From an optimization exercise on the open Yosys and OpenROAD flow, aimed at small area, a short achievable clock period and few clock cycles per item; shortcuts taken in it are not production practice. Function was not checked in any run shown here: the RTL went through the layout flow alone.

==> flow/design.v, too long to show whole: its modules and the start of the top module <==
// module Divider_Modulo: 32 lines
// module div_stage0: 460 lines
// module div_stage1: 730 lines
// module div_stage2: 369 lines
module Divider_Modulo (clk, reset, mode, valid_in, divisor, dividend, result, valid_out);
  // ...
==> flow/flow/run.sh <==
#!/bin/bash
# Own layout flow: the standard synthesis unchanged, then the standard
# layout with these changes:
#  - ports are buffered with buf_4 cells instead of the slow delay buffers the
#    default port buffering picks;
#  - timing repair works to a setup slack margin of 14 ns (worst endpoint
#    only), so that after clock tree synthesis it speeds up the critical paths
#    although every path already meets the 25 ns clock;
set -euo pipefail
bash standard.sh synth > synth.log 2>&1
bash standard.sh "BUFFER_PORTS_ARGS=-buffer_cell sky130_fd_sc_hd__buf_4" \
  SETUP_SLACK_MARGIN=14 TNS_END_PERCENT=0 SKIP_INCREMENTAL_REPAIR=1 finish > layout.log 2>&1
==> flow/standard.sh <==
#!/bin/bash
# synth_recipe.tcl (not shown) runs the flow's synth.tcl, then flattens the netlist and writes it again
# the make line also repeats each setting of config.mk as NAME=value (left out here)
make -C /OpenROAD-flow-scripts/flow DESIGN_CONFIG=/design/flow/config.mk WORK_HOME=/design/flow/orfs CLKGATE_MAP_FILE= SYNTH_SCRIPT=/design/flow/synth_recipe.tcl "${@:-finish}"
==> flow/config.mk <==
export PLATFORM = sky130hd
export DESIGN_NAME = Divider_Modulo
export DESIGN_NICKNAME = Divider_Modulo
export VERILOG_FILES = /design/flow/design.v
export SDC_FILE = /design/flow/constraint.sdc
export NUM_CORES = 4
export LEC_CHECK = 0
export ABC_AREA = 1
export CAP_MARGIN = 20
export CORE_MARGIN = 2
export CORE_UTILIZATION = 40
export SLEW_MARGIN = 20
export SYNTH_HIERARCHICAL = 1
==> flow/constraint.sdc <==
create_clock -name core_clock -period 25.0 [get_ports {clk}]
set_input_delay 5.0000 -clock core_clock [delete_from_list [all_inputs] [get_ports {clk}]]
set_output_delay 5.0000 -clock core_clock [all_outputs]
set_load 0.01 [all_outputs]
==> results.py, run 1 <==
metrics = {
    "clock_network": {
        "post_cts_resize_count": 31,
    },
    "grt": {
        "grt_use_met3": 0.01594,
    },
    "synthesis": {
        "main_combinational_cell_family_by_area_after_synthesis": "simple AND/OR/NAND/NOR gates",
        "average_instance_area_after_synthesis_um2": 5.038,
        "synth.yosys.warnings": 7,
        "synth_compound_area_frac": 0.02660,
    },
    "run_status": {
        "run_status": "finished clean",
    },
    "final_layout": {
        "n_multi_input_combinational_cell": 2917,
        "final-nonclk-buf-share": 0.02982,
        "seqCellArea_mm2": 0.001987,
        "fin_util": 0.4207,
        "layout.cells.largest_class": "multi-input gates",
    },
    "worst_setup_path": {
        "crit_top_cell": "sky130_fd_sc_hd__nand2_1",
        "worstSetupEndpointType": "output port",
        "critical_path_peak_fanout": 34,
        "critPathLaunch": "ndB[6]",
        "reg2reg_slack_ns": 14.12,
    },
    "routing": {
        "routed-wl-met2_mm": 22.65,
        "vias_per_cell": 4.926,
    },
    "floorplan": {
        "top_level_ports": 85,
    },
    "job": {
        "cap_violations": 0,
    },
    "sta": {
        "worst_hold_slack_ns": 0.3310,
    },
}
==> module Divider_Modulo, before the edit <==
module Divider_Modulo (clk, reset, mode, valid_in, divisor, dividend, result, valid_out);
input wire clk, reset, mode, valid_in;
input wire [31:0] dividend;
input wire [15:0] divisor;
output reg valid_out;
output wire [31:0] result;
reg [14:0] rA, rB;    
reg [16:0] shA, shB;  
reg [14:0] ndA, ndB;  
reg mA, mB, vA;       
wire [14:0] r0, r1;
wire [16:0] sh0, sh1;
wire [16:0] res;
wire [14:0] nd0;
div_stage0 u_stage0 (.dividend(dividend), .d(divisor[14:0]), .r_out(r0), .sh_out(sh0), .nd_out(nd0));
div_stage1 u_stage1 (.r_in(rA), .sh_in(shA), .nd(ndA), .r_out(r1), .sh_out(sh1));
div_stage2 u_stage2 (.r_in(rB), .sh_in(shB), .nd(ndB), .mode(mB), .result(res));
always @(posedge clk) begin
	rA <= r0; shA <= sh0; ndA <= nd0; mA <= mode;
	rB <= r1; shB <= sh1; ndB <= ndA; mB <= mA;
end
always @(posedge clk or posedge reset) begin
	if (reset) begin
		vA <= 1'b0;
		valid_out <= 1'b0;
	end else begin
		vA <= valid_in;
		valid_out <= vA;
	end
end
assign result = {15'b0, res};
endmodule
==> module div_stage0, before the edit <==
module div_stage0 (dividend, d, r_out, sh_out, nd_out);
input wire [31:0] dividend;
input wire [14:0] d;
output wire [14:0] nd_out;   
assign nd_out = ~d;
output wire [14:0] r_out;
output wire [16:0] sh_out;
wire [15:0] a_0a = dividend[31:16];
wire [0:0] q_0a;
wire [14:0] r_0a;
wire s0a_1_g0 = a_0a[0] | ~d[0];
wire s0a_1_g1 = a_0a[1] & ~d[1];
wire s0a_1_p1 = a_0a[1] | ~d[1];
wire s0a_1_g2 = a_0a[2] & ~d[2];
wire s0a_1_p2 = a_0a[2] | ~d[2];
wire s0a_1_g3 = a_0a[3] & ~d[3];
wire s0a_1_p3 = a_0a[3] | ~d[3];
wire s0a_1_g4 = a_0a[4] & ~d[4];
wire s0a_1_p4 = a_0a[4] | ~d[4];
wire s0a_1_g5 = a_0a[5] & ~d[5];
wire s0a_1_p5 = a_0a[5] | ~d[5];
wire s0a_1_g6 = a_0a[6] & ~d[6];
wire s0a_1_p6 = a_0a[6] | ~d[6];
wire s0a_1_g7 = a_0a[7] & ~d[7];
wire s0a_1_p7 = a_0a[7] | ~d[7];
wire s0a_1_g8 = a_0a[8] & ~d[8];
wire s0a_1_p8 = a_0a[8] | ~d[8];
wire s0a_1_g9 = a_0a[9] & ~d[9];
wire s0a_1_p9 = a_0a[9] | ~d[9];
wire s0a_1_g10 = a_0a[10] & ~d[10];
wire s0a_1_p10 = a_0a[10] | ~d[10];
wire s0a_1_g11 = a_0a[11] & ~d[11];
wire s0a_1_p11 = a_0a[11] | ~d[11];
wire s0a_1_g12 = a_0a[12] & ~d[12];
wire s0a_1_p12 = a_0a[12] | ~d[12];
wire s0a_1_g13 = a_0a[13] & ~d[13];
wire s0a_1_p13 = a_0a[13] | ~d[13];
wire s0a_1_g14 = a_0a[14] & ~d[14];
wire s0a_1_p14 = a_0a[14] | ~d[14];
wire s0a_1_g15 = a_0a[15] & ~1'b0;
wire s0a_1_p15 = a_0a[15] | ~1'b0;
wire s0a_1_G0_1 = s0a_1_g1 | (s0a_1_p1 & s0a_1_g0);
wire s0a_1_G0_3 = s0a_1_g3 | (s0a_1_p3 & s0a_1_g2);
wire s0a_1_P0_3 = s0a_1_p3 & s0a_1_p2;
wire s0a_1_G0_5 = s0a_1_g5 | (s0a_1_p5 & s0a_1_g4);
wire s0a_1_P0_5 = s0a_1_p5 & s0a_1_p4;
wire s0a_1_G0_7 = s0a_1_g7 | (s0a_1_p7 & s0a_1_g6);
wire s0a_1_P0_7 = s0a_1_p7 & s0a_1_p6;
wire s0a_1_G0_9 = s0a_1_g9 | (s0a_1_p9 & s0a_1_g8);
wire s0a_1_P0_9 = s0a_1_p9 & s0a_1_p8;
wire s0a_1_G0_11 = s0a_1_g11 | (s0a_1_p11 & s0a_1_g10);
wire s0a_1_P0_11 = s0a_1_p11 & s0a_1_p10;
wire s0a_1_G0_13 = s0a_1_g13 | (s0a_1_p13 & s0a_1_g12);
wire s0a_1_P0_13 = s0a_1_p13 & s0a_1_p12;
wire s0a_1_G0_15 = s0a_1_g15 | (s0a_1_p15 & s0a_1_g14);
wire s0a_1_P0_15 = s0a_1_p15 & s0a_1_p14;
wire s0a_1_G1_3 = s0a_1_G0_3 | (s0a_1_P0_3 & s0a_1_G0_1);
wire s0a_1_G1_7 = s0a_1_G0_7 | (s0a_1_P0_7 & s0a_1_G0_5);
wire s0a_1_P1_7 = s0a_1_P0_7 & s0a_1_P0_5;
wire s0a_1_G1_11 = s0a_1_G0_11 | (s0a_1_P0_11 & s0a_1_G0_9);
wire s0a_1_P1_11 = s0a_1_P0_11 & s0a_1_P0_9;
wire s0a_1_G1_15 = s0a_1_G0_15 | (s0a_1_P0_15 & s0a_1_G0_13);
wire s0a_1_P1_15 = s0a_1_P0_15 & s0a_1_P0_13;
wire s0a_1_G2_7 = s0a_1_G1_7 | (s0a_1_P1_7 & s0a_1_G1_3);
wire s0a_1_G2_15 = s0a_1_G1_15 | (s0a_1_P1_15 & s0a_1_G1_11);
wire s0a_1_P2_15 = s0a_1_P1_15 & s0a_1_P1_11;
wire s0a_1_G3_15 = s0a_1_G2_15 | (s0a_1_P2_15 & s0a_1_G2_7);
wire s0a_1_G4_11 = s0a_1_G1_11 | (s0a_1_P1_11 & s0a_1_G2_7);
wire s0a_1_G5_5 = s0a_1_G0_5 | (s0a_1_P0_5 & s0a_1_G1_3);
wire s0a_1_G5_9 = s0a_1_G0_9 | (s0a_1_P0_9 & s0a_1_G2_7);
wire s0a_1_G5_13 = s0a_1_G0_13 | (s0a_1_P0_13 & s0a_1_G4_11);
wire s0a_1_G6_2 = s0a_1_g2 | (s0a_1_p2 & s0a_1_G0_1);
wire s0a_1_G6_4 = s0a_1_g4 | (s0a_1_p4 & s0a_1_G1_3);
wire s0a_1_G6_6 = s0a_1_g6 | (s0a_1_p6 & s0a_1_G5_5);
wire s0a_1_G6_8 = s0a_1_g8 | (s0a_1_p8 & s0a_1_G2_7);
wire s0a_1_G6_10 = s0a_1_g10 | (s0a_1_p10 & s0a_1_G5_9);
wire s0a_1_G6_12 = s0a_1_g12 | (s0a_1_p12 & s0a_1_G4_11);
wire s0a_1_G6_14 = s0a_1_g14 | (s0a_1_p14 & s0a_1_G5_13);
wire ge0a_1 = s0a_1_G3_15;
wire h0a_1 = ge0a_1;
assign q_0a[0] = h0a_1;
assign r_0a[0] = a_0a[0] ^ ((h0a_1 & ~(d[0] ^ 1'b1)));
assign r_0a[1] = a_0a[1] ^ ((h0a_1 & ~(d[1] ^ s0a_1_g0)));
assign r_0a[2] = a_0a[2] ^ ((h0a_1 & ~(d[2] ^ s0a_1_G0_1)));
assign r_0a[3] = a_0a[3] ^ ((h0a_1 & ~(d[3] ^ s0a_1_G6_2)));
assign r_0a[4] = a_0a[4] ^ ((h0a_1 & ~(d[4] ^ s0a_1_G1_3)));
assign r_0a[5] = a_0a[5] ^ ((h0a_1 & ~(d[5] ^ s0a_1_G6_4)));
assign r_0a[6] = a_0a[6] ^ ((h0a_1 & ~(d[6] ^ s0a_1_G5_5)));
assign r_0a[7] = a_0a[7] ^ ((h0a_1 & ~(d[7] ^ s0a_1_G6_6)));
assign r_0a[8] = a_0a[8] ^ ((h0a_1 & ~(d[8] ^ s0a_1_G2_7)));
assign r_0a[9] = a_0a[9] ^ ((h0a_1 & ~(d[9] ^ s0a_1_G6_8)));
assign r_0a[10] = a_0a[10] ^ ((h0a_1 & ~(d[10] ^ s0a_1_G5_9)));
assign r_0a[11] = a_0a[11] ^ ((h0a_1 & ~(d[11] ^ s0a_1_G6_10)));
assign r_0a[12] = a_0a[12] ^ ((h0a_1 & ~(d[12] ^ s0a_1_G4_11)));
assign r_0a[13] = a_0a[13] ^ ((h0a_1 & ~(d[13] ^ s0a_1_G6_12)));
assign r_0a[14] = a_0a[14] ^ ((h0a_1 & ~(d[14] ^ s0a_1_G5_13)));
wire [16:0] sh_0a = {dividend[15:0], q_0a};
wire [15:0] a_0b = {r_0a, sh_0a[16:16]};
wire [0:0] q_0b;
wire [14:0] r_0b;
wire s0b_1_g0 = a_0b[0] | ~d[0];
wire s0b_1_g1 = a_0b[1] & ~d[1];
wire s0b_1_p1 = a_0b[1] | ~d[1];
wire s0b_1_g2 = a_0b[2] & ~d[2];
wire s0b_1_p2 = a_0b[2] | ~d[2];
wire s0b_1_g3 = a_0b[3] & ~d[3];
wire s0b_1_p3 = a_0b[3] | ~d[3];
wire s0b_1_g4 = a_0b[4] & ~d[4];
wire s0b_1_p4 = a_0b[4] | ~d[4];
wire s0b_1_g5 = a_0b[5] & ~d[5];
wire s0b_1_p5 = a_0b[5] | ~d[5];
wire s0b_1_g6 = a_0b[6] & ~d[6];
wire s0b_1_p6 = a_0b[6] | ~d[6];
wire s0b_1_g7 = a_0b[7] & ~d[7];
wire s0b_1_p7 = a_0b[7] | ~d[7];
wire s0b_1_g8 = a_0b[8] & ~d[8];
wire s0b_1_p8 = a_0b[8] | ~d[8];
wire s0b_1_g9 = a_0b[9] & ~d[9];
wire s0b_1_p9 = a_0b[9] | ~d[9];
wire s0b_1_g10 = a_0b[10] & ~d[10];
wire s0b_1_p10 = a_0b[10] | ~d[10];
wire s0b_1_g11 = a_0b[11] & ~d[11];
wire s0b_1_p11 = a_0b[11] | ~d[11];
wire s0b_1_g12 = a_0b[12] & ~d[12];
wire s0b_1_p12 = a_0b[12] | ~d[12];
wire s0b_1_g13 = a_0b[13] & ~d[13];
wire s0b_1_p13 = a_0b[13] | ~d[13];
wire s0b_1_g14 = a_0b[14] & ~d[14];
wire s0b_1_p14 = a_0b[14] | ~d[14];
wire s0b_1_g15 = a_0b[15] & ~1'b0;
wire s0b_1_p15 = a_0b[15] | ~1'b0;
wire s0b_1_G0_1 = s0b_1_g1 | (s0b_1_p1 & s0b_1_g0);
wire s0b_1_G0_3 = s0b_1_g3 | (s0b_1_p3 & s0b_1_g2);
wire s0b_1_P0_3 = s0b_1_p3 & s0b_1_p2;
wire s0b_1_G0_5 = s0b_1_g5 | (s0b_1_p5 & s0b_1_g4);
wire s0b_1_P0_5 = s0b_1_p5 & s0b_1_p4;
wire s0b_1_G0_7 = s0b_1_g7 | (s0b_1_p7 & s0b_1_g6);
wire s0b_1_P0_7 = s0b_1_p7 & s0b_1_p6;
wire s0b_1_G0_9 = s0b_1_g9 | (s0b_1_p9 & s0b_1_g8);
wire s0b_1_P0_9 = s0b_1_p9 & s0b_1_p8;
wire s0b_1_G0_11 = s0b_1_g11 | (s0b_1_p11 & s0b_1_g10);
wire s0b_1_P0_11 = s0b_1_p11 & s0b_1_p10;
wire s0b_1_G0_13 = s0b_1_g13 | (s0b_1_p13 & s0b_1_g12);
wire s0b_1_P0_13 = s0b_1_p13 & s0b_1_p12;
wire s0b_1_G0_15 = s0b_1_g15 | (s0b_1_p15 & s0b_1_g14);
wire s0b_1_P0_15 = s0b_1_p15 & s0b_1_p14;
wire s0b_1_G1_3 = s0b_1_G0_3 | (s0b_1_P0_3 & s0b_1_G0_1);
wire s0b_1_G1_7 = s0b_1_G0_7 | (s0b_1_P0_7 & s0b_1_G0_5);
wire s0b_1_P1_7 = s0b_1_P0_7 & s0b_1_P0_5;
wire s0b_1_G1_11 = s0b_1_G0_11 | (s0b_1_P0_11 & s0b_1_G0_9);
wire s0b_1_P1_11 = s0b_1_P0_11 & s0b_1_P0_9;
wire s0b_1_G1_15 = s0b_1_G0_15 | (s0b_1_P0_15 & s0b_1_G0_13);
wire s0b_1_P1_15 = s0b_1_P0_15 & s0b_1_P0_13;
wire s0b_1_G2_7 = s0b_1_G1_7 | (s0b_1_P1_7 & s0b_1_G1_3);
wire s0b_1_G2_15 = s0b_1_G1_15 | (s0b_1_P1_15 & s0b_1_G1_11);
wire s0b_1_P2_15 = s0b_1_P1_15 & s0b_1_P1_11;
wire s0b_1_G3_15 = s0b_1_G2_15 | (s0b_1_P2_15 & s0b_1_G2_7);
wire s0b_1_G4_11 = s0b_1_G1_11 | (s0b_1_P1_11 & s0b_1_G2_7);
wire s0b_1_G5_5 = s0b_1_G0_5 | (s0b_1_P0_5 & s0b_1_G1_3);
wire s0b_1_G5_9 = s0b_1_G0_9 | (s0b_1_P0_9 & s0b_1_G2_7);
wire s0b_1_G5_13 = s0b_1_G0_13 | (s0b_1_P0_13 & s0b_1_G4_11);
wire s0b_1_G6_2 = s0b_1_g2 | (s0b_1_p2 & s0b_1_G0_1);
wire s0b_1_G6_4 = s0b_1_g4 | (s0b_1_p4 & s0b_1_G1_3);
wire s0b_1_G6_6 = s0b_1_g6 | (s0b_1_p6 & s0b_1_G5_5);
wire s0b_1_G6_8 = s0b_1_g8 | (s0b_1_p8 & s0b_1_G2_7);
wire s0b_1_G6_10 = s0b_1_g10 | (s0b_1_p10 & s0b_1_G5_9);
wire s0b_1_G6_12 = s0b_1_g12 | (s0b_1_p12 & s0b_1_G4_11);
wire s0b_1_G6_14 = s0b_1_g14 | (s0b_1_p14 & s0b_1_G5_13);
wire ge0b_1 = s0b_1_G3_15;
wire h0b_1 = ge0b_1;
assign q_0b[0] = h0b_1;
assign r_0b[0] = a_0b[0] ^ ((h0b_1 & ~(d[0] ^ 1'b1)));
assign r_0b[1] = a_0b[1] ^ ((h0b_1 & ~(d[1] ^ s0b_1_g0)));
assign r_0b[2] = a_0b[2] ^ ((h0b_1 & ~(d[2] ^ s0b_1_G0_1)));
assign r_0b[3] = a_0b[3] ^ ((h0b_1 & ~(d[3] ^ s0b_1_G6_2)));
assign r_0b[4] = a_0b[4] ^ ((h0b_1 & ~(d[4] ^ s0b_1_G1_3)));
assign r_0b[5] = a_0b[5] ^ ((h0b_1 & ~(d[5] ^ s0b_1_G6_4)));
assign r_0b[6] = a_0b[6] ^ ((h0b_1 & ~(d[6] ^ s0b_1_G5_5)));
assign r_0b[7] = a_0b[7] ^ ((h0b_1 & ~(d[7] ^ s0b_1_G6_6)));
assign r_0b[8] = a_0b[8] ^ ((h0b_1 & ~(d[8] ^ s0b_1_G2_7)));
assign r_0b[9] = a_0b[9] ^ ((h0b_1 & ~(d[9] ^ s0b_1_G6_8)));
assign r_0b[10] = a_0b[10] ^ ((h0b_1 & ~(d[10] ^ s0b_1_G5_9)));
assign r_0b[11] = a_0b[11] ^ ((h0b_1 & ~(d[11] ^ s0b_1_G6_10)));
assign r_0b[12] = a_0b[12] ^ ((h0b_1 & ~(d[12] ^ s0b_1_G4_11)));
assign r_0b[13] = a_0b[13] ^ ((h0b_1 & ~(d[13] ^ s0b_1_G6_12)));
assign r_0b[14] = a_0b[14] ^ ((h0b_1 & ~(d[14] ^ s0b_1_G5_13)));
wire [16:0] sh_0b = {sh_0a[15:0], q_0b};
wire [15:0] a_0c = {r_0b, sh_0b[16:16]};
wire [0:0] q_0c;
wire [14:0] r_0c;
wire s0c_1_g0 = a_0c[0] | ~d[0];
wire s0c_1_g1 = a_0c[1] & ~d[1];
wire s0c_1_p1 = a_0c[1] | ~d[1];
wire s0c_1_g2 = a_0c[2] & ~d[2];
wire s0c_1_p2 = a_0c[2] | ~d[2];
wire s0c_1_g3 = a_0c[3] & ~d[3];
wire s0c_1_p3 = a_0c[3] | ~d[3];
wire s0c_1_g4 = a_0c[4] & ~d[4];
wire s0c_1_p4 = a_0c[4] | ~d[4];
wire s0c_1_g5 = a_0c[5] & ~d[5];
wire s0c_1_p5 = a_0c[5] | ~d[5];
wire s0c_1_g6 = a_0c[6] & ~d[6];
wire s0c_1_p6 = a_0c[6] | ~d[6];
wire s0c_1_g7 = a_0c[7] & ~d[7];
wire s0c_1_p7 = a_0c[7] | ~d[7];
wire s0c_1_g8 = a_0c[8] & ~d[8];
wire s0c_1_p8 = a_0c[8] | ~d[8];
wire s0c_1_g9 = a_0c[9] & ~d[9];
wire s0c_1_p9 = a_0c[9] | ~d[9];
wire s0c_1_g10 = a_0c[10] & ~d[10];
wire s0c_1_p10 = a_0c[10] | ~d[10];
wire s0c_1_g11 = a_0c[11] & ~d[11];
wire s0c_1_p11 = a_0c[11] | ~d[11];
wire s0c_1_g12 = a_0c[12] & ~d[12];
wire s0c_1_p12 = a_0c[12] | ~d[12];
wire s0c_1_g13 = a_0c[13] & ~d[13];
wire s0c_1_p13 = a_0c[13] | ~d[13];
wire s0c_1_g14 = a_0c[14] & ~d[14];
wire s0c_1_p14 = a_0c[14] | ~d[14];
wire s0c_1_g15 = a_0c[15] & ~1'b0;
wire s0c_1_p15 = a_0c[15] | ~1'b0;
wire s0c_1_G0_1 = s0c_1_g1 | (s0c_1_p1 & s0c_1_g0);
wire s0c_1_G0_3 = s0c_1_g3 | (s0c_1_p3 & s0c_1_g2);
wire s0c_1_P0_3 = s0c_1_p3 & s0c_1_p2;
wire s0c_1_G0_5 = s0c_1_g5 | (s0c_1_p5 & s0c_1_g4);
wire s0c_1_P0_5 = s0c_1_p5 & s0c_1_p4;
wire s0c_1_G0_7 = s0c_1_g7 | (s0c_1_p7 & s0c_1_g6);
wire s0c_1_P0_7 = s0c_1_p7 & s0c_1_p6;
wire s0c_1_G0_9 = s0c_1_g9 | (s0c_1_p9 & s0c_1_g8);
wire s0c_1_P0_9 = s0c_1_p9 & s0c_1_p8;
wire s0c_1_G0_11 = s0c_1_g11 | (s0c_1_p11 & s0c_1_g10);
wire s0c_1_P0_11 = s0c_1_p11 & s0c_1_p10;
wire s0c_1_G0_13 = s0c_1_g13 | (s0c_1_p13 & s0c_1_g12);
wire s0c_1_P0_13 = s0c_1_p13 & s0c_1_p12;
wire s0c_1_G0_15 = s0c_1_g15 | (s0c_1_p15 & s0c_1_g14);
wire s0c_1_P0_15 = s0c_1_p15 & s0c_1_p14;
wire s0c_1_G1_3 = s0c_1_G0_3 | (s0c_1_P0_3 & s0c_1_G0_1);
wire s0c_1_G1_7 = s0c_1_G0_7 | (s0c_1_P0_7 & s0c_1_G0_5);
wire s0c_1_P1_7 = s0c_1_P0_7 & s0c_1_P0_5;
wire s0c_1_G1_11 = s0c_1_G0_11 | (s0c_1_P0_11 & s0c_1_G0_9);
wire s0c_1_P1_11 = s0c_1_P0_11 & s0c_1_P0_9;
wire s0c_1_G1_15 = s0c_1_G0_15 | (s0c_1_P0_15 & s0c_1_G0_13);
wire s0c_1_P1_15 = s0c_1_P0_15 & s0c_1_P0_13;
wire s0c_1_G2_7 = s0c_1_G1_7 | (s0c_1_P1_7 & s0c_1_G1_3);
wire s0c_1_G2_15 = s0c_1_G1_15 | (s0c_1_P1_15 & s0c_1_G1_11);
wire s0c_1_P2_15 = s0c_1_P1_15 & s0c_1_P1_11;
wire s0c_1_G3_15 = s0c_1_G2_15 | (s0c_1_P2_15 & s0c_1_G2_7);
wire s0c_1_G4_11 = s0c_1_G1_11 | (s0c_1_P1_11 & s0c_1_G2_7);
wire s0c_1_G5_5 = s0c_1_G0_5 | (s0c_1_P0_5 & s0c_1_G1_3);
wire s0c_1_G5_9 = s0c_1_G0_9 | (s0c_1_P0_9 & s0c_1_G2_7);
wire s0c_1_G5_13 = s0c_1_G0_13 | (s0c_1_P0_13 & s0c_1_G4_11);
wire s0c_1_G6_2 = s0c_1_g2 | (s0c_1_p2 & s0c_1_G0_1);
wire s0c_1_G6_4 = s0c_1_g4 | (s0c_1_p4 & s0c_1_G1_3);
wire s0c_1_G6_6 = s0c_1_g6 | (s0c_1_p6 & s0c_1_G5_5);
wire s0c_1_G6_8 = s0c_1_g8 | (s0c_1_p8 & s0c_1_G2_7);
wire s0c_1_G6_10 = s0c_1_g10 | (s0c_1_p10 & s0c_1_G5_9);
wire s0c_1_G6_12 = s0c_1_g12 | (s0c_1_p12 & s0c_1_G4_11);
wire s0c_1_G6_14 = s0c_1_g14 | (s0c_1_p14 & s0c_1_G5_13);
wire ge0c_1 = s0c_1_G3_15;
wire h0c_1 = ge0c_1;
assign q_0c[0] = h0c_1;
assign r_0c[0] = a_0c[0] ^ ((h0c_1 & ~(d[0] ^ 1'b1)));
assign r_0c[1] = a_0c[1] ^ ((h0c_1 & ~(d[1] ^ s0c_1_g0)));
assign r_0c[2] = a_0c[2] ^ ((h0c_1 & ~(d[2] ^ s0c_1_G0_1)));
assign r_0c[3] = a_0c[3] ^ ((h0c_1 & ~(d[3] ^ s0c_1_G6_2)));
assign r_0c[4] = a_0c[4] ^ ((h0c_1 & ~(d[4] ^ s0c_1_G1_3)));
assign r_0c[5] = a_0c[5] ^ ((h0c_1 & ~(d[5] ^ s0c_1_G6_4)));
assign r_0c[6] = a_0c[6] ^ ((h0c_1 & ~(d[6] ^ s0c_1_G5_5)));
assign r_0c[7] = a_0c[7] ^ ((h0c_1 & ~(d[7] ^ s0c_1_G6_6)));
assign r_0c[8] = a_0c[8] ^ ((h0c_1 & ~(d[8] ^ s0c_1_G2_7)));
assign r_0c[9] = a_0c[9] ^ ((h0c_1 & ~(d[9] ^ s0c_1_G6_8)));
assign r_0c[10] = a_0c[10] ^ ((h0c_1 & ~(d[10] ^ s0c_1_G5_9)));
assign r_0c[11] = a_0c[11] ^ ((h0c_1 & ~(d[11] ^ s0c_1_G6_10)));
assign r_0c[12] = a_0c[12] ^ ((h0c_1 & ~(d[12] ^ s0c_1_G4_11)));
assign r_0c[13] = a_0c[13] ^ ((h0c_1 & ~(d[13] ^ s0c_1_G6_12)));
assign r_0c[14] = a_0c[14] ^ ((h0c_1 & ~(d[14] ^ s0c_1_G5_13)));
wire [16:0] sh_0c = {sh_0b[15:0], q_0c};
wire [15:0] a_0d = {r_0c, sh_0c[16:16]};
wire [0:0] q_0d;
wire [14:0] r_0d;
wire s0d_1_g0 = a_0d[0] | ~d[0];
wire s0d_1_g1 = a_0d[1] & ~d[1];
wire s0d_1_p1 = a_0d[1] | ~d[1];
wire s0d_1_g2 = a_0d[2] & ~d[2];
wire s0d_1_p2 = a_0d[2] | ~d[2];
wire s0d_1_g3 = a_0d[3] & ~d[3];
wire s0d_1_p3 = a_0d[3] | ~d[3];
wire s0d_1_g4 = a_0d[4] & ~d[4];
wire s0d_1_p4 = a_0d[4] | ~d[4];
wire s0d_1_g5 = a_0d[5] & ~d[5];
wire s0d_1_p5 = a_0d[5] | ~d[5];
wire s0d_1_g6 = a_0d[6] & ~d[6];
wire s0d_1_p6 = a_0d[6] | ~d[6];
wire s0d_1_g7 = a_0d[7] & ~d[7];
wire s0d_1_p7 = a_0d[7] | ~d[7];
wire s0d_1_g8 = a_0d[8] & ~d[8];
wire s0d_1_p8 = a_0d[8] | ~d[8];
wire s0d_1_g9 = a_0d[9] & ~d[9];
wire s0d_1_p9 = a_0d[9] | ~d[9];
wire s0d_1_g10 = a_0d[10] & ~d[10];
wire s0d_1_p10 = a_0d[10] | ~d[10];
wire s0d_1_g11 = a_0d[11] & ~d[11];
wire s0d_1_p11 = a_0d[11] | ~d[11];
wire s0d_1_g12 = a_0d[12] & ~d[12];
wire s0d_1_p12 = a_0d[12] | ~d[12];
wire s0d_1_g13 = a_0d[13] & ~d[13];
wire s0d_1_p13 = a_0d[13] | ~d[13];
wire s0d_1_g14 = a_0d[14] & ~d[14];
wire s0d_1_p14 = a_0d[14] | ~d[14];
wire s0d_1_g15 = a_0d[15] & ~1'b0;
wire s0d_1_p15 = a_0d[15] | ~1'b0;
wire s0d_1_G0_1 = s0d_1_g1 | (s0d_1_p1 & s0d_1_g0);
wire s0d_1_G0_3 = s0d_1_g3 | (s0d_1_p3 & s0d_1_g2);
wire s0d_1_P0_3 = s0d_1_p3 & s0d_1_p2;
wire s0d_1_G0_5 = s0d_1_g5 | (s0d_1_p5 & s0d_1_g4);
wire s0d_1_P0_5 = s0d_1_p5 & s0d_1_p4;
wire s0d_1_G0_7 = s0d_1_g7 | (s0d_1_p7 & s0d_1_g6);
wire s0d_1_P0_7 = s0d_1_p7 & s0d_1_p6;
wire s0d_1_G0_9 = s0d_1_g9 | (s0d_1_p9 & s0d_1_g8);
wire s0d_1_P0_9 = s0d_1_p9 & s0d_1_p8;
wire s0d_1_G0_11 = s0d_1_g11 | (s0d_1_p11 & s0d_1_g10);
wire s0d_1_P0_11 = s0d_1_p11 & s0d_1_p10;
wire s0d_1_G0_13 = s0d_1_g13 | (s0d_1_p13 & s0d_1_g12);
wire s0d_1_P0_13 = s0d_1_p13 & s0d_1_p12;
wire s0d_1_G0_15 = s0d_1_g15 | (s0d_1_p15 & s0d_1_g14);
wire s0d_1_P0_15 = s0d_1_p15 & s0d_1_p14;
wire s0d_1_G1_3 = s0d_1_G0_3 | (s0d_1_P0_3 & s0d_1_G0_1);
wire s0d_1_G1_7 = s0d_1_G0_7 | (s0d_1_P0_7 & s0d_1_G0_5);
wire s0d_1_P1_7 = s0d_1_P0_7 & s0d_1_P0_5;
wire s0d_1_G1_11 = s0d_1_G0_11 | (s0d_1_P0_11 & s0d_1_G0_9);
wire s0d_1_P1_11 = s0d_1_P0_11 & s0d_1_P0_9;
wire s0d_1_G1_15 = s0d_1_G0_15 | (s0d_1_P0_15 & s0d_1_G0_13);
wire s0d_1_P1_15 = s0d_1_P0_15 & s0d_1_P0_13;
wire s0d_1_G2_7 = s0d_1_G1_7 | (s0d_1_P1_7 & s0d_1_G1_3);
wire s0d_1_G2_15 = s0d_1_G1_15 | (s0d_1_P1_15 & s0d_1_G1_11);
wire s0d_1_P2_15 = s0d_1_P1_15 & s0d_1_P1_11;
wire s0d_1_G3_15 = s0d_1_G2_15 | (s0d_1_P2_15 & s0d_1_G2_7);
wire s0d_1_G4_11 = s0d_1_G1_11 | (s0d_1_P1_11 & s0d_1_G2_7);
wire s0d_1_G5_5 = s0d_1_G0_5 | (s0d_1_P0_5 & s0d_1_G1_3);
wire s0d_1_G5_9 = s0d_1_G0_9 | (s0d_1_P0_9 & s0d_1_G2_7);
wire s0d_1_G5_13 = s0d_1_G0_13 | (s0d_1_P0_13 & s0d_1_G4_11);
wire s0d_1_G6_2 = s0d_1_g2 | (s0d_1_p2 & s0d_1_G0_1);
wire s0d_1_G6_4 = s0d_1_g4 | (s0d_1_p4 & s0d_1_G1_3);
wire s0d_1_G6_6 = s0d_1_g6 | (s0d_1_p6 & s0d_1_G5_5);
wire s0d_1_G6_8 = s0d_1_g8 | (s0d_1_p8 & s0d_1_G2_7);
wire s0d_1_G6_10 = s0d_1_g10 | (s0d_1_p10 & s0d_1_G5_9);
wire s0d_1_G6_12 = s0d_1_g12 | (s0d_1_p12 & s0d_1_G4_11);
wire s0d_1_G6_14 = s0d_1_g14 | (s0d_1_p14 & s0d_1_G5_13);
wire ge0d_1 = s0d_1_G3_15;
wire h0d_1 = ge0d_1;
assign q_0d[0] = h0d_1;
assign r_0d[0] = a_0d[0] ^ ((h0d_1 & ~(d[0] ^ 1'b1)));
assign r_0d[1] = a_0d[1] ^ ((h0d_1 & ~(d[1] ^ s0d_1_g0)));
assign r_0d[2] = a_0d[2] ^ ((h0d_1 & ~(d[2] ^ s0d_1_G0_1)));
assign r_0d[3] = a_0d[3] ^ ((h0d_1 & ~(d[3] ^ s0d_1_G6_2)));
assign r_0d[4] = a_0d[4] ^ ((h0d_1 & ~(d[4] ^ s0d_1_G1_3)));
assign r_0d[5] = a_0d[5] ^ ((h0d_1 & ~(d[5] ^ s0d_1_G6_4)));
assign r_0d[6] = a_0d[6] ^ ((h0d_1 & ~(d[6] ^ s0d_1_G5_5)));
assign r_0d[7] = a_0d[7] ^ ((h0d_1 & ~(d[7] ^ s0d_1_G6_6)));
assign r_0d[8] = a_0d[8] ^ ((h0d_1 & ~(d[8] ^ s0d_1_G2_7)));
assign r_0d[9] = a_0d[9] ^ ((h0d_1 & ~(d[9] ^ s0d_1_G6_8)));
assign r_0d[10] = a_0d[10] ^ ((h0d_1 & ~(d[10] ^ s0d_1_G5_9)));
assign r_0d[11] = a_0d[11] ^ ((h0d_1 & ~(d[11] ^ s0d_1_G6_10)));
assign r_0d[12] = a_0d[12] ^ ((h0d_1 & ~(d[12] ^ s0d_1_G4_11)));
assign r_0d[13] = a_0d[13] ^ ((h0d_1 & ~(d[13] ^ s0d_1_G6_12)));
assign r_0d[14] = a_0d[14] ^ ((h0d_1 & ~(d[14] ^ s0d_1_G5_13)));
wire [16:0] sh_0d = {sh_0c[15:0], q_0d};
wire [15:0] a_0e = {r_0d, sh_0d[16:16]};
wire [0:0] q_0e;
wire [14:0] r_0e;
wire s0e_1_g0 = a_0e[0] | ~d[0];
wire s0e_1_g1 = a_0e[1] & ~d[1];
wire s0e_1_p1 = a_0e[1] | ~d[1];
wire s0e_1_g2 = a_0e[2] & ~d[2];
wire s0e_1_p2 = a_0e[2] | ~d[2];
wire s0e_1_g3 = a_0e[3] & ~d[3];
wire s0e_1_p3 = a_0e[3] | ~d[3];
wire s0e_1_g4 = a_0e[4] & ~d[4];
wire s0e_1_p4 = a_0e[4] | ~d[4];
wire s0e_1_g5 = a_0e[5] & ~d[5];
wire s0e_1_p5 = a_0e[5] | ~d[5];
wire s0e_1_g6 = a_0e[6] & ~d[6];
wire s0e_1_p6 = a_0e[6] | ~d[6];
wire s0e_1_g7 = a_0e[7] & ~d[7];
wire s0e_1_p7 = a_0e[7] | ~d[7];
wire s0e_1_g8 = a_0e[8] & ~d[8];
wire s0e_1_p8 = a_0e[8] | ~d[8];
wire s0e_1_g9 = a_0e[9] & ~d[9];
wire s0e_1_p9 = a_0e[9] | ~d[9];
wire s0e_1_g10 = a_0e[10] & ~d[10];
wire s0e_1_p10 = a_0e[10] | ~d[10];
wire s0e_1_g11 = a_0e[11] & ~d[11];
wire s0e_1_p11 = a_0e[11] | ~d[11];
wire s0e_1_g12 = a_0e[12] & ~d[12];
wire s0e_1_p12 = a_0e[12] | ~d[12];
wire s0e_1_g13 = a_0e[13] & ~d[13];
wire s0e_1_p13 = a_0e[13] | ~d[13];
wire s0e_1_g14 = a_0e[14] & ~d[14];
wire s0e_1_p14 = a_0e[14] | ~d[14];
wire s0e_1_g15 = a_0e[15] & ~1'b0;
wire s0e_1_p15 = a_0e[15] | ~1'b0;
wire s0e_1_G0_1 = s0e_1_g1 | (s0e_1_p1 & s0e_1_g0);
wire s0e_1_G0_3 = s0e_1_g3 | (s0e_1_p3 & s0e_1_g2);
wire s0e_1_P0_3 = s0e_1_p3 & s0e_1_p2;
wire s0e_1_G0_5 = s0e_1_g5 | (s0e_1_p5 & s0e_1_g4);
wire s0e_1_P0_5 = s0e_1_p5 & s0e_1_p4;
wire s0e_1_G0_7 = s0e_1_g7 | (s0e_1_p7 & s0e_1_g6);
wire s0e_1_P0_7 = s0e_1_p7 & s0e_1_p6;
wire s0e_1_G0_9 = s0e_1_g9 | (s0e_1_p9 & s0e_1_g8);
wire s0e_1_P0_9 = s0e_1_p9 & s0e_1_p8;
wire s0e_1_G0_11 = s0e_1_g11 | (s0e_1_p11 & s0e_1_g10);
wire s0e_1_P0_11 = s0e_1_p11 & s0e_1_p10;
wire s0e_1_G0_13 = s0e_1_g13 | (s0e_1_p13 & s0e_1_g12);
wire s0e_1_P0_13 = s0e_1_p13 & s0e_1_p12;
wire s0e_1_G0_15 = s0e_1_g15 | (s0e_1_p15 & s0e_1_g14);
wire s0e_1_P0_15 = s0e_1_p15 & s0e_1_p14;
wire s0e_1_G1_3 = s0e_1_G0_3 | (s0e_1_P0_3 & s0e_1_G0_1);
wire s0e_1_G1_7 = s0e_1_G0_7 | (s0e_1_P0_7 & s0e_1_G0_5);
wire s0e_1_P1_7 = s0e_1_P0_7 & s0e_1_P0_5;
wire s0e_1_G1_11 = s0e_1_G0_11 | (s0e_1_P0_11 & s0e_1_G0_9);
wire s0e_1_P1_11 = s0e_1_P0_11 & s0e_1_P0_9;
wire s0e_1_G1_15 = s0e_1_G0_15 | (s0e_1_P0_15 & s0e_1_G0_13);
wire s0e_1_P1_15 = s0e_1_P0_15 & s0e_1_P0_13;
wire s0e_1_G2_7 = s0e_1_G1_7 | (s0e_1_P1_7 & s0e_1_G1_3);
wire s0e_1_G2_15 = s0e_1_G1_15 | (s0e_1_P1_15 & s0e_1_G1_11);
wire s0e_1_P2_15 = s0e_1_P1_15 & s0e_1_P1_11;
wire s0e_1_G3_15 = s0e_1_G2_15 | (s0e_1_P2_15 & s0e_1_G2_7);
wire s0e_1_G4_11 = s0e_1_G1_11 | (s0e_1_P1_11 & s0e_1_G2_7);
wire s0e_1_G5_5 = s0e_1_G0_5 | (s0e_1_P0_5 & s0e_1_G1_3);
wire s0e_1_G5_9 = s0e_1_G0_9 | (s0e_1_P0_9 & s0e_1_G2_7);
wire s0e_1_G5_13 = s0e_1_G0_13 | (s0e_1_P0_13 & s0e_1_G4_11);
wire s0e_1_G6_2 = s0e_1_g2 | (s0e_1_p2 & s0e_1_G0_1);
wire s0e_1_G6_4 = s0e_1_g4 | (s0e_1_p4 & s0e_1_G1_3);
wire s0e_1_G6_6 = s0e_1_g6 | (s0e_1_p6 & s0e_1_G5_5);
wire s0e_1_G6_8 = s0e_1_g8 | (s0e_1_p8 & s0e_1_G2_7);
wire s0e_1_G6_10 = s0e_1_g10 | (s0e_1_p10 & s0e_1_G5_9);
wire s0e_1_G6_12 = s0e_1_g12 | (s0e_1_p12 & s0e_1_G4_11);
wire s0e_1_G6_14 = s0e_1_g14 | (s0e_1_p14 & s0e_1_G5_13);
wire ge0e_1 = s0e_1_G3_15;
wire h0e_1 = ge0e_1;
assign q_0e[0] = h0e_1;
assign r_0e[0] = a_0e[0] ^ ((h0e_1 & ~(d[0] ^ 1'b1)));
assign r_0e[1] = a_0e[1] ^ ((h0e_1 & ~(d[1] ^ s0e_1_g0)));
assign r_0e[2] = a_0e[2] ^ ((h0e_1 & ~(d[2] ^ s0e_1_G0_1)));
assign r_0e[3] = a_0e[3] ^ ((h0e_1 & ~(d[3] ^ s0e_1_G6_2)));
assign r_0e[4] = a_0e[4] ^ ((h0e_1 & ~(d[4] ^ s0e_1_G1_3)));
assign r_0e[5] = a_0e[5] ^ ((h0e_1 & ~(d[5] ^ s0e_1_G6_4)));
assign r_0e[6] = a_0e[6] ^ ((h0e_1 & ~(d[6] ^ s0e_1_G5_5)));
assign r_0e[7] = a_0e[7] ^ ((h0e_1 & ~(d[7] ^ s0e_1_G6_6)));
assign r_0e[8] = a_0e[8] ^ ((h0e_1 & ~(d[8] ^ s0e_1_G2_7)));
assign r_0e[9] = a_0e[9] ^ ((h0e_1 & ~(d[9] ^ s0e_1_G6_8)));
assign r_0e[10] = a_0e[10] ^ ((h0e_1 & ~(d[10] ^ s0e_1_G5_9)));
assign r_0e[11] = a_0e[11] ^ ((h0e_1 & ~(d[11] ^ s0e_1_G6_10)));
assign r_0e[12] = a_0e[12] ^ ((h0e_1 & ~(d[12] ^ s0e_1_G4_11)));
assign r_0e[13] = a_0e[13] ^ ((h0e_1 & ~(d[13] ^ s0e_1_G6_12)));
assign r_0e[14] = a_0e[14] ^ ((h0e_1 & ~(d[14] ^ s0e_1_G5_13)));
wire [16:0] sh_0e = {sh_0d[15:0], q_0e};
assign r_out = r_0e;
assign sh_out = sh_0e[16:0];
endmodule
==> run 2: changes to the inputs <==
--- a/flow/design.v
+++ b/flow/design.v
@@ -1,45 +1,42 @@
 module Divider_Modulo (clk, reset, mode, valid_in, divisor, dividend, result, valid_out);
 input wire clk, reset, mode, valid_in;
 input wire [31:0] dividend;
 input wire [15:0] divisor;
 output reg valid_out;
 output wire [31:0] result;
 reg [14:0] rA, rB;    
 reg [16:0] shA, shB;  
-reg [14:0] ndA, ndB;  
+reg [14:0] dA, dB;    
 reg mA, mB, vA;       
 wire [14:0] r0, r1;
 wire [16:0] sh0, sh1;
 wire [16:0] res;
-wire [14:0] nd0;
-div_stage0 u_stage0 (.dividend(dividend), .d(divisor[14:0]), .r_out(r0), .sh_out(sh0), .nd_out(nd0));
-div_stage1 u_stage1 (.r_in(rA), .sh_in(shA), .nd(ndA), .r_out(r1), .sh_out(sh1));
-div_stage2 u_stage2 (.r_in(rB), .sh_in(shB), .nd(ndB), .mode(mB), .result(res));
+div_stage0 u_stage0 (.dividend(dividend), .d(divisor[14:0]), .r_out(r0), .sh_out(sh0));
+div_stage1 u_stage1 (.r_in(rA), .sh_in(shA), .d(dA), .r_out(r1), .sh_out(sh1));
+div_stage2 u_stage2 (.r_in(rB), .sh_in(shB), .d(dB), .mode(mB), .result(res));
 always @(posedge clk) begin
-	rA <= r0; shA <= sh0; ndA <= nd0; mA <= mode;
-	rB <= r1; shB <= sh1; ndB <= ndA; mB <= mA;
+	rA <= r0; shA <= sh0; dA <= divisor[14:0]; mA <= mode;
+	rB <= r1; shB <= sh1; dB <= dA; mB <= mA;
 end
 always @(posedge clk or posedge reset) begin
 	if (reset) begin
 		vA <= 1'b0;
 		valid_out <= 1'b0;
 	end else begin
 		vA <= valid_in;
 		valid_out <= vA;
 	end
 end
 assign result = {15'b0, res};
 endmodule
-module div_stage0 (dividend, d, r_out, sh_out, nd_out);
+module div_stage0 (dividend, d, r_out, sh_out);
 input wire [31:0] dividend;
 input wire [14:0] d;
-output wire [14:0] nd_out;   
-assign nd_out = ~d;
 output wire [14:0] r_out;
 output wire [16:0] sh_out;
 wire [15:0] a_0a = dividend[31:16];
 wire [0:0] q_0a;
 wire [14:0] r_0a;
 wire s0a_1_g0 = a_0a[0] | ~d[0];
 wire s0a_1_g1 = a_0a[1] & ~d[1];
 wire s0a_1_p1 = a_0a[1] | ~d[1];
@@ -482,24 +479,113 @@
 assign r_0e[8] = a_0e[8] ^ ((h0e_1 & ~(d[8] ^ s0e_1_G2_7)));
 assign r_0e[9] = a_0e[9] ^ ((h0e_1 & ~(d[9] ^ s0e_1_G6_8)));
 assign r_0e[10] = a_0e[10] ^ ((h0e_1 & ~(d[10] ^ s0e_1_G5_9)));
 assign r_0e[11] = a_0e[11] ^ ((h0e_1 & ~(d[11] ^ s0e_1_G6_10)));
 assign r_0e[12] = a_0e[12] ^ ((h0e_1 & ~(d[12] ^ s0e_1_G4_11)));
 assign r_0e[13] = a_0e[13] ^ ((h0e_1 & ~(d[13] ^ s0e_1_G6_12)));
 assign r_0e[14] = a_0e[14] ^ ((h0e_1 & ~(d[14] ^ s0e_1_G5_13)));
 wire [16:0] sh_0e = {sh_0d[15:0], q_0e};
-assign r_out = r_0e;
-assign sh_out = sh_0e[16:0];
+wire [15:0] a_0f = {r_0e, sh_0e[16:16]};
+wire [0:0] q_0f;
+wire [14:0] r_0f;
+wire s0f_1_g0 = a_0f[0] | ~d[0];
+wire s0f_1_g1 = a_0f[1] & ~d[1];
+wire s0f_1_p1 = a_0f[1] | ~d[1];
+wire s0f_1_g2 = a_0f[2] & ~d[2];
+wire s0f_1_p2 = a_0f[2] | ~d[2];
+wire s0f_1_g3 = a_0f[3] & ~d[3];
+wire s0f_1_p3 = a_0f[3] | ~d[3];
+wire s0f_1_g4 = a_0f[4] & ~d[4];
+wire s0f_1_p4 = a_0f[4] | ~d[4];
+wire s0f_1_g5 = a_0f[5] & ~d[5];
+wire s0f_1_p5 = a_0f[5] | ~d[5];
+wire s0f_1_g6 = a_0f[6] & ~d[6];
+wire s0f_1_p6 = a_0f[6] | ~d[6];
+wire s0f_1_g7 = a_0f[7] & ~d[7];
+wire s0f_1_p7 = a_0f[7] | ~d[7];
+wire s0f_1_g8 = a_0f[8] & ~d[8];
+wire s0f_1_p8 = a_0f[8] | ~d[8];
+wire s0f_1_g9 = a_0f[9] & ~d[9];
+wire s0f_1_p9 = a_0f[9] | ~d[9];
+wire s0f_1_g10 = a_0f[10] & ~d[10];
+wire s0f_1_p10 = a_0f[10] | ~d[10];
+wire s0f_1_g11 = a_0f[11] & ~d[11];
+wire s0f_1_p11 = a_0f[11] | ~d[11];
+wire s0f_1_g12 = a_0f[12] & ~d[12];
+wire s0f_1_p12 = a_0f[12] | ~d[12];
+wire s0f_1_g13 = a_0f[13] & ~d[13];
+wire s0f_1_p13 = a_0f[13] | ~d[13];
+wire s0f_1_g14 = a_0f[14] & ~d[14];
+wire s0f_1_p14 = a_0f[14] | ~d[14];
+wire s0f_1_g15 = a_0f[15] & ~1'b0;
+wire s0f_1_p15 = a_0f[15] | ~1'b0;
+wire s0f_1_G0_1 = s0f_1_g1 | (s0f_1_p1 & s0f_1_g0);
+wire s0f_1_G0_3 = s0f_1_g3 | (s0f_1_p3 & s0f_1_g2);
+wire s0f_1_P0_3 = s0f_1_p3 & s0f_1_p2;
+wire s0f_1_G0_5 = s0f_1_g5 | (s0f_1_p5 & s0f_1_g4);
+wire s0f_1_P0_5 = s0f_1_p5 & s0f_1_p4;
+wire s0f_1_G0_7 = s0f_1_g7 | (s0f_1_p7 & s0f_1_g6);
+wire s0f_1_P0_7 = s0f_1_p7 & s0f_1_p6;
+wire s0f_1_G0_9 = s0f_1_g9 | (s0f_1_p9 & s0f_1_g8);
+wire s0f_1_P0_9 = s0f_1_p9 & s0f_1_p8;
+wire s0f_1_G0_11 = s0f_1_g11 | (s0f_1_p11 & s0f_1_g10);
+wire s0f_1_P0_11 = s0f_1_p11 & s0f_1_p10;
+wire s0f_1_G0_13 = s0f_1_g13 | (s0f_1_p13 & s0f_1_g12);
+wire s0f_1_P0_13 = s0f_1_p13 & s0f_1_p12;
+wire s0f_1_G0_15 = s0f_1_g15 | (s0f_1_p15 & s0f_1_g14);
+wire s0f_1_P0_15 = s0f_1_p15 & s0f_1_p14;
+wire s0f_1_G1_3 = s0f_1_G0_3 | (s0f_1_P0_3 & s0f_1_G0_1);
+wire s0f_1_G1_7 = s0f_1_G0_7 | (s0f_1_P0_7 & s0f_1_G0_5);
+wire s0f_1_P1_7 = s0f_1_P0_7 & s0f_1_P0_5;
+wire s0f_1_G1_11 = s0f_1_G0_11 | (s0f_1_P0_11 & s0f_1_G0_9);
+wire s0f_1_P1_11 = s0f_1_P0_11 & s0f_1_P0_9;
+wire s0f_1_G1_15 = s0f_1_G0_15 | (s0f_1_P0_15 & s0f_1_G0_13);
+wire s0f_1_P1_15 = s0f_1_P0_15 & s0f_1_P0_13;
+wire s0f_1_G2_7 = s0f_1_G1_7 | (s0f_1_P1_7 & s0f_1_G1_3);
+wire s0f_1_G2_15 = s0f_1_G1_15 | (s0f_1_P1_15 & s0f_1_G1_11);
+wire s0f_1_P2_15 = s0f_1_P1_15 & s0f_1_P1_11;
+wire s0f_1_G3_15 = s0f_1_G2_15 | (s0f_1_P2_15 & s0f_1_G2_7);
+wire s0f_1_G4_11 = s0f_1_G1_11 | (s0f_1_P1_11 & s0f_1_G2_7);
+wire s0f_1_G5_5 = s0f_1_G0_5 | (s0f_1_P0_5 & s0f_1_G1_3);
+wire s0f_1_G5_9 = s0f_1_G0_9 | (s0f_1_P0_9 & s0f_1_G2_7);
+wire s0f_1_G5_13 = s0f_1_G0_13 | (s0f_1_P0_13 & s0f_1_G4_11);
+wire s0f_1_G6_2 = s0f_1_g2 | (s0f_1_p2 & s0f_1_G0_1);
+wire s0f_1_G6_4 = s0f_1_g4 | (s0f_1_p4 & s0f_1_G1_3);
+wire s0f_1_G6_6 = s0f_1_g6 | (s0f_1_p6 & s0f_1_G5_5);
+wire s0f_1_G6_8 = s0f_1_g8 | (s0f_1_p8 & s0f_1_G2_7);
+wire s0f_1_G6_10 = s0f_1_g10 | (s0f_1_p10 & s0f_1_G5_9);
+wire s0f_1_G6_12 = s0f_1_g12 | (s0f_1_p12 & s0f_1_G4_11);
+wire s0f_1_G6_14 = s0f_1_g14 | (s0f_1_p14 & s0f_1_G5_13);
+wire ge0f_1 = s0f_1_G3_15;
+wire h0f_1 = ge0f_1;
+assign q_0f[0] = h0f_1;
+assign r_0f[0] = a_0f[0] ^ ((h0f_1 & ~(d[0] ^ 1'b1)));
+assign r_0f[1] = a_0f[1] ^ ((h0f_1 & ~(d[1] ^ s0f_1_g0)));
+assign r_0f[2] = a_0f[2] ^ ((h0f_1 & ~(d[2] ^ s0f_1_G0_1)));
+assign r_0f[3] = a_0f[3] ^ ((h0f_1 & ~(d[3] ^ s0f_1_G6_2)));
+assign r_0f[4] = a_0f[4] ^ ((h0f_1 & ~(d[4] ^ s0f_1_G1_3)));
+assign r_0f[5] = a_0f[5] ^ ((h0f_1 & ~(d[5] ^ s0f_1_G6_4)));
+assign r_0f[6] = a_0f[6] ^ ((h0f_1 & ~(d[6] ^ s0f_1_G5_5)));
+assign r_0f[7] = a_0f[7] ^ ((h0f_1 & ~(d[7] ^ s0f_1_G6_6)));
+assign r_0f[8] = a_0f[8] ^ ((h0f_1 & ~(d[8] ^ s0f_1_G2_7)));
+assign r_0f[9] = a_0f[9] ^ ((h0f_1 & ~(d[9] ^ s0f_1_G6_8)));
+assign r_0f[10] = a_0f[10] ^ ((h0f_1 & ~(d[10] ^ s0f_1_G5_9)));
+assign r_0f[11] = a_0f[11] ^ ((h0f_1 & ~(d[11] ^ s0f_1_G6_10)));
+assign r_0f[12] = a_0f[12] ^ ((h0f_1 & ~(d[12] ^ s0f_1_G4_11)));
+assign r_0f[13] = a_0f[13] ^ ((h0f_1 & ~(d[13] ^ s0f_1_G6_12)));
+assign r_0f[14] = a_0f[14] ^ ((h0f_1 & ~(d[14] ^ s0f_1_G5_13)));
+wire [16:0] sh_0f = {sh_0e[15:0], q_0f};
+assign r_out = r_0f;
+assign sh_out = sh_0f[16:0];
 endmodule
-module div_stage1 (r_in, sh_in, nd, r_out, sh_out);
+module div_stage1 (r_in, sh_in, d, r_out, sh_out);
 input wire [14:0] r_in;
 input wire [16:0] sh_in;
-input wire [14:0] nd;    
-wire [14:0] d = ~nd;
+input wire [14:0] d;
 output wire [14:0] r_out;
 output wire [16:0] sh_out;
 wire [15:0] a_1a = {r_in, sh_in[16:16]};
 wire [0:0] q_1a;
 wire [14:0] r_1a;
 wire s1a_1_g0 = a_1a[0] | ~d[0];
 wire s1a_1_g1 = a_1a[1] & ~d[1];
 wire s1a_1_p1 = a_1a[1] | ~d[1];
@@ -1122,114 +1208,23 @@
 assign r_1g[8] = a_1g[8] ^ ((h1g_1 & ~(d[8] ^ s1g_1_G2_7)));
 assign r_1g[9] = a_1g[9] ^ ((h1g_1 & ~(d[9] ^ s1g_1_G6_8)));
 assign r_1g[10] = a_1g[10] ^ ((h1g_1 & ~(d[10] ^ s1g_1_G5_9)));
 assign r_1g[11] = a_1g[11] ^ ((h1g_1 & ~(d[11] ^ s1g_1_G6_10)));
 assign r_1g[12] = a_1g[12] ^ ((h1g_1 & ~(d[12] ^ s1g_1_G4_11)));
 assign r_1g[13] = a_1g[13] ^ ((h1g_1 & ~(d[13] ^ s1g_1_G6_12)));
 assign r_1g[14] = a_1g[14] ^ ((h1g_1 & ~(d[14] ^ s1g_1_G5_13)));
 wire [16:0] sh_1g = {sh_1f[15:0], q_1g};
-wire [15:0] a_1h = {r_1g, sh_1g[16:16]};
-wire [0:0] q_1h;
-wire [14:0] r_1h;
-wire s1h_1_g0 = a_1h[0] | ~d[0];
-wire s1h_1_g1 = a_1h[1] & ~d[1];
-wire s1h_1_p1 = a_1h[1] | ~d[1];
-wire s1h_1_g2 = a_1h[2] & ~d[2];
-wire s1h_1_p2 = a_1h[2] | ~d[2];
-wire s1h_1_g3 = a_1h[3] & ~d[3];
-wire s1h_1_p3 = a_1h[3] | ~d[3];
-wire s1h_1_g4 = a_1h[4] & ~d[4];
-wire s1h_1_p4 = a_1h[4] | ~d[4];
-wire s1h_1_g5 = a_1h[5] & ~d[5];
-wire s1h_1_p5 = a_1h[5] | ~d[5];
-wire s1h_1_g6 = a_1h[6] & ~d[6];
-wire s1h_1_p6 = a_1h[6] | ~d[6];
-wire s1h_1_g7 = a_1h[7] & ~d[7];
-wire s1h_1_p7 = a_1h[7] | ~d[7];
-wire s1h_1_g8 = a_1h[8] & ~d[8];
-wire s1h_1_p8 = a_1h[8] | ~d[8];
-wire s1h_1_g9 = a_1h[9] & ~d[9];
-wire s1h_1_p9 = a_1h[9] | ~d[9];
-wire s1h_1_g10 = a_1h[10] & ~d[10];
-wire s1h_1_p10 = a_1h[10] | ~d[10];
-wire s1h_1_g11 = a_1h[11] & ~d[11];
-wire s1h_1_p11 = a_1h[11] | ~d[11];
-wire s1h_1_g12 = a_1h[12] & ~d[12];
-wire s1h_1_p12 = a_1h[12] | ~d[12];
-wire s1h_1_g13 = a_1h[13] & ~d[13];
-wire s1h_1_p13 = a_1h[13] | ~d[13];
-wire s1h_1_g14 = a_1h[14] & ~d[14];
-wire s1h_1_p14 = a_1h[14] | ~d[14];
-wire s1h_1_g15 = a_1h[15] & ~1'b0;
-wire s1h_1_p15 = a_1h[15] | ~1'b0;
-wire s1h_1_G0_1 = s1h_1_g1 | (s1h_1_p1 & s1h_1_g0);
-wire s1h_1_G0_3 = s1h_1_g3 | (s1h_1_p3 & s1h_1_g2);
-wire s1h_1_P0_3 = s1h_1_p3 & s1h_1_p2;
-wire s1h_1_G0_5 = s1h_1_g5 | (s1h_1_p5 & s1h_1_g4);
-wire s1h_1_P0_5 = s1h_1_p5 & s1h_1_p4;
-wire s1h_1_G0_7 = s1h_1_g7 | (s1h_1_p7 & s1h_1_g6);
-wire s1h_1_P0_7 = s1h_1_p7 & s1h_1_p6;
-wire s1h_1_G0_9 = s1h_1_g9 | (s1h_1_p9 & s1h_1_g8);
-wire s1h_1_P0_9 = s1h_1_p9 & s1h_1_p8;
-wire s1h_1_G0_11 = s1h_1_g11 | (s1h_1_p11 & s1h_1_g10);
-wire s1h_1_P0_11 = s1h_1_p11 & s1h_1_p10;
-wire s1h_1_G0_13 = s1h_1_g13 | (s1h_1_p13 & s1h_1_g12);
-wire s1h_1_P0_13 = s1h_1_p13 & s1h_1_p12;
-wire s1h_1_G0_15 = s1h_1_g15 | (s1h_1_p15 & s1h_1_g14);
-wire s1h_1_P0_15 = s1h_1_p15 & s1h_1_p14;
-wire s1h_1_G1_3 = s1h_1_G0_3 | (s1h_1_P0_3 & s1h_1_G0_1);
-wire s1h_1_G1_7 = s1h_1_G0_7 | (s1h_1_P0_7 & s1h_1_G0_5);
-wire s1h_1_P1_7 = s1h_1_P0_7 & s1h_1_P0_5;
-wire s1h_1_G1_11 = s1h_1_G0_11 | (s1h_1_P0_11 & s1h_1_G0_9);
-wire s1h_1_P1_11 = s1h_1_P0_11 & s1h_1_P0_9;
-wire s1h_1_G1_15 = s1h_1_G0_15 | (s1h_1_P0_15 & s1h_1_G0_13);
-wire s1h_1_P1_15 = s1h_1_P0_15 & s1h_1_P0_13;
-wire s1h_1_G2_7 = s1h_1_G1_7 | (s1h_1_P1_7 & s1h_1_G1_3);
-wire s1h_1_G2_15 = s1h_1_G1_15 | (s1h_1_P1_15 & s1h_1_G1_11);
-wire s1h_1_P2_15 = s1h_1_P1_15 & s1h_1_P1_11;
-wire s1h_1_G3_15 = s1h_1_G2_15 | (s1h_1_P2_15 & s1h_1_G2_7);
-wire s1h_1_G4_11 = s1h_1_G1_11 | (s1h_1_P1_11 & s1h_1_G2_7);
-wire s1h_1_G5_5 = s1h_1_G0_5 | (s1h_1_P0_5 & s1h_1_G1_3);
-wire s1h_1_G5_9 = s1h_1_G0_9 | (s1h_1_P0_9 & s1h_1_G2_7);
-wire s1h_1_G5_13 = s1h_1_G0_13 | (s1h_1_P0_13 & s1h_1_G4_11);
-wire s1h_1_G6_2 = s1h_1_g2 | (s1h_1_p2 & s1h_1_G0_1);
-wire s1h_1_G6_4 = s1h_1_g4 | (s1h_1_p4 & s1h_1_G1_3);
-wire s1h_1_G6_6 = s1h_1_g6 | (s1h_1_p6 & s1h_1_G5_5);
-wire s1h_1_G6_8 = s1h_1_g8 | (s1h_1_p8 & s1h_1_G2_7);
-wire s1h_1_G6_10 = s1h_1_g10 | (s1h_1_p10 & s1h_1_G5_9);
-wire s1h_1_G6_12 = s1h_1_g12 | (s1h_1_p12 & s1h_1_G4_11);
-wire s1h_1_G6_14 = s1h_1_g14 | (s1h_1_p14 & s1h_1_G5_13);
-wire ge1h_1 = s1h_1_G3_15;
-wire h1h_1 = ge1h_1;
-assign q_1h[0] = h1h_1;
-assign r_1h[0] = a_1h[0] ^ ((h1h_1 & ~(d[0] ^ 1'b1)));
-assign r_1h[1] = a_1h[1] ^ ((h1h_1 & ~(d[1] ^ s1h_1_g0)));
-assign r_1h[2] = a_1h[2] ^ ((h1h_1 & ~(d[2] ^ s1h_1_G0_1)));
-assign r_1h[3] = a_1h[3] ^ ((h1h_1 & ~(d[3] ^ s1h_1_G6_2)));
-assign r_1h[4] = a_1h[4] ^ ((h1h_1 & ~(d[4] ^ s1h_1_G1_3)));
-assign r_1h[5] = a_1h[5] ^ ((h1h_1 & ~(d[5] ^ s1h_1_G6_4)));
-assign r_1h[6] = a_1h[6] ^ ((h1h_1 & ~(d[6] ^ s1h_1_G5_5)));
-assign r_1h[7] = a_1h[7] ^ ((h1h_1 & ~(d[7] ^ s1h_1_G6_6)));
-assign r_1h[8] = a_1h[8] ^ ((h1h_1 & ~(d[8] ^ s1h_1_G2_7)));
-assign r_1h[9] = a_1h[9] ^ ((h1h_1 & ~(d[9] ^ s1h_1_G6_8)));
-assign r_1h[10] = a_1h[10] ^ ((h1h_1 & ~(d[10] ^ s1h_1_G5_9)));
-assign r_1h[11] = a_1h[11] ^ ((h1h_1 & ~(d[11] ^ s1h_1_G6_10)));
-assign r_1h[12] = a_1h[12] ^ ((h1h_1 & ~(d[12] ^ s1h_1_G4_11)));
-assign r_1h[13] = a_1h[13] ^ ((h1h_1 & ~(d[13] ^ s1h_1_G6_12)));
-assign r_1h[14] = a_1h[14] ^ ((h1h_1 & ~(d[14] ^ s1h_1_G5_13)));
-wire [16:0] sh_1h = {sh_1g[15:0], q_1h};
-assign r_out = r_1h;
-assign sh_out = sh_1h[16:0];
+assign r_out = r_1g;
+assign sh_out = sh_1g[16:0];
 endmodule
-module div_stage2 (r_in, sh_in, nd, mode, result);
+module div_stage2 (r_in, sh_in, d, mode, result);
 input wire [14:0] r_in;
 input wire [16:0] sh_in;
-input wire [14:0] nd;    
-wire [14:0] d = ~nd;
+input wire [14:0] d;
 input wire mode;
 output wire [16:0] result;
 wire [15:0] a_2a = {r_in, sh_in[16:16]};
 wire [0:0] q_2a;
 wire [14:0] r_2a;
 wire s2a_1_g0 = a_2a[0] | ~d[0];
 wire s2a_1_g1 = a_2a[1] & ~d[1];
 wire s2a_1_p1 = a_2a[1] | ~d[1];
==> flow/flow/run.sh (replaced) <==
#!/bin/bash
# Own layout flow: the standard synthesis unchanged, then the standard
# layout with these changes:
#  - ports are buffered with buf_4 cells instead of the slow delay buffers the
#    default port buffering picks;
#  - repair may resize a cell to any cell of the same function;
set -euo pipefail
bash standard.sh synth > synth.log 2>&1
bash standard.sh "BUFFER_PORTS_ARGS=-buffer_cell sky130_fd_sc_hd__buf_4" \
  SETUP_SLACK_MARGIN=14 TNS_END_PERCENT=0 SKIP_INCREMENTAL_REPAIR=1 finish > layout.log 2>&1
==> run 2 against run 1 <==
Net effect: non-clock buffer count is 64 higher; cell count is 1.3% higher; die area is 0.70% lower.
==> results.py, run 2 <==
metrics = {
    "worst_setup_path": {
        "critPathLaunch": "divisor[14]",
        "reg2reg_slack_ns": 14.56,
        "critical-path-slowest-cell": "sky130_fd_sc_hd__buf_6",
        "worstSetupEndpointType": "register",
    },
    "synthesis": {
        "synth_compound_area_frac": 0.02904,
        "synth_area_leader_cell": "sky130_fd_sc_hd__nand2_1",
        "post_synth_fa_ha_maj_area_fraction": 0,
        "synthDominantCellAreaShare": 0.3223,
        "average_instance_area_after_synthesis_um2": 5.029,
        "synth.yosys.warnings": 7,
    },
    "floorplan": {
        "top_level_ports": 85,
        "initial_util": 0.4044,
    },
    "job": {
        "cap_violations": 0,
    },
    "grt": {
        "globalRouteOverflowTotal": 0,
    },
    "final_layout": {
        "mostFrequentLayoutCell": "sky130_fd_sc_hd__nand2_1",
        "most_frequent_cells_in_the_layout": "sky130_fd_sc_hd__nand2_1, sky130_fd_sc_hd__nand3_1, sky130_fd_sc_hd__inv_1",
        "seqCellArea_mm2": 0.001973,
    },
    "routing": {
        "vias_per_cell": 4.977,
        "avgRoutedWirePerCell_um": 11.38,
        "drt_first_iter_violations": 924,
    },
    "clock_network": {
        "post_cts_resize_count": 234,
        "cts_root_buffer": "sky130_fd_sc_hd__clkbuf_16",
        "clk_pin_slew_worst_paths_ns": 0.07,
        "clock_sink_count": 98,
        "clock_tree.buffer_depth": 2,
    },
    "sta": {
        "setup_total_negative_slack_ns": 0,
        "worst_pin_slew_ns": 0.7806,
        "timing.clock.skew_ns": 0.01137,
    },
    "worst_hold_path": {
        "hold_path_end": "shB[15]",
    },
    "run_status": {
        "run_status": "finished clean",
    },
}
run 2: cell types whose count changed after synthesis, moves of 6 or more:
cell | previous run | this run
sky130_fd_sc_hd__nand4_1 | 114 | 101
sky130_fd_sc_hd__nand2_1 | 1548 | 1576
sky130_fd_sc_hd__nand3_1 | 699 | 707
sky130_fd_sc_hd__nor2_1 | 170 | 122
sky130_fd_sc_hd__nand2_2 | 53 | 60
sky130_fd_sc_hd__o21ai_1 | 16 | 22
sky130_fd_sc_hd__clkbuf_1 | 28 | 19
sky130_fd_sc_hd__inv_1 | 447 | 460
sky130_fd_sc_hd__buf_2 | 24 | 35
sky130_fd_sc_hd__nand3b_1 | 51 | 32
sky130_fd_sc_hd__buf_6 | 32 | 24
run 2: modules after synthesis, one instance, submodules excluded:
module	flops+latches	cell area (um2)
div_stage0	0	5657
Divider_Modulo	98	2092
div_stage2	0	3881
div_stage1	0	6723
run 2: kinds of logic after synthesis:
logic type | count (synthesis)
and+or+nand+nor | 2664
AOI/OAI and AO/OA | 97
other | 1
DFF | 98
xor gates and xnor gates | 106
buffers and inverters | 683
run 2: through the flow:
step	worst slack (ns)	util	cells	hold WS (ns)	instance area, um2
finish	13.50	0.4518	4265	0.3285	20500
global route	12.82	0.4518	4265	0.3368	20500
CTS	13.71	0.4518	4265	0.3303	20500
detailed placement	11.30	0.4080	4167	0.3121	18520
global placement	11.42	0.4080	4167	0.3116	18520
floorplan	14.24	-	3663	0.3096	18410
run 2: worst max path at each step:
stage,to,slack (ns),depth (start not counted)
2_1_floorplan,rA[2],14.24,62
3_3_place_gp,rA[1],11.42,61
3_5_place_dp,rA[1],11.30,62
4_1_cts,rA[9],13.71,69
5_1_grt,rA[14],12.82,70
6_report,rA[9],13.50,62
run 2: final cells by class:
type | count | area share
flip-flops and latches | 98 | 0.09625
well taps | 600 | 0.03662
clock inverters | 6 | 0.004394
repair buffers | 140 | 0.06176
multi-input cells | 2895 | 0.6934
inverters | 516 | 0.09637
clock buffers | 10 | 0.01117
run 2: worst register-to-register path: cells and delay by family, from the launching register on:
kind,cells,cell delay (ns)
buffers and inverters,3,0.47
AND/OR/NAND/NOR,68,9.29
flip-flops,1,0.63
run 2: per-layer routing:
layer | vias to the layer above | part of all wire
met3 | 99 | 0.017
li1 | 11470 | -
met1 | 9416 | 0.43
met5 | - | 0
met4 | 0 | 0.037
met2 | 242 | 0.52

[re-timing with driven ports]
In the flow no input, the clock included, has a driving cell. The finished layouts below were timed again as built, in two steps.
Step 1 (the two cells are an assumption about what drives the block):
set clk [get_ports {clk}]
set_driving_cell -lib_cell sky130_fd_sc_hd__clkbuf_16 $clk
set_driving_cell -lib_cell sky130_fd_sc_hd__buf_2 [delete_from_list [all_inputs] $clk]
Step 2 adds t to the input delays and takes it off the output delays; t is the mean of the earliest and latest rising clock arrival at the registers after step 1. Input paths then give back, and output paths get back, about the clock's delay inside the block.
Slacks: ideal ports / drivers / drivers and shift; pairs: ideal ports / drivers.
| run | t (ns) | slack for setup (ns) | worst hold slack (ns) | worst data-port slew with drivers (ns) |
|---|---|---|---|---|
| run 1 | 0.415 | 13.906 / 13.849 / 13.576 | 0.331 / 0.331 / 0.331 | 0.06 |
| run 2 | 0.416 | 13.498 / 13.506 / 13.090 | 0.328 / 0.328 / 0.328 | 0.07 |
After both steps setup and hold are still met in every run listed. The setup slack of run 2, which loses most, moves by +0.008 ns with the drivers and by -0.408 ns with both steps.
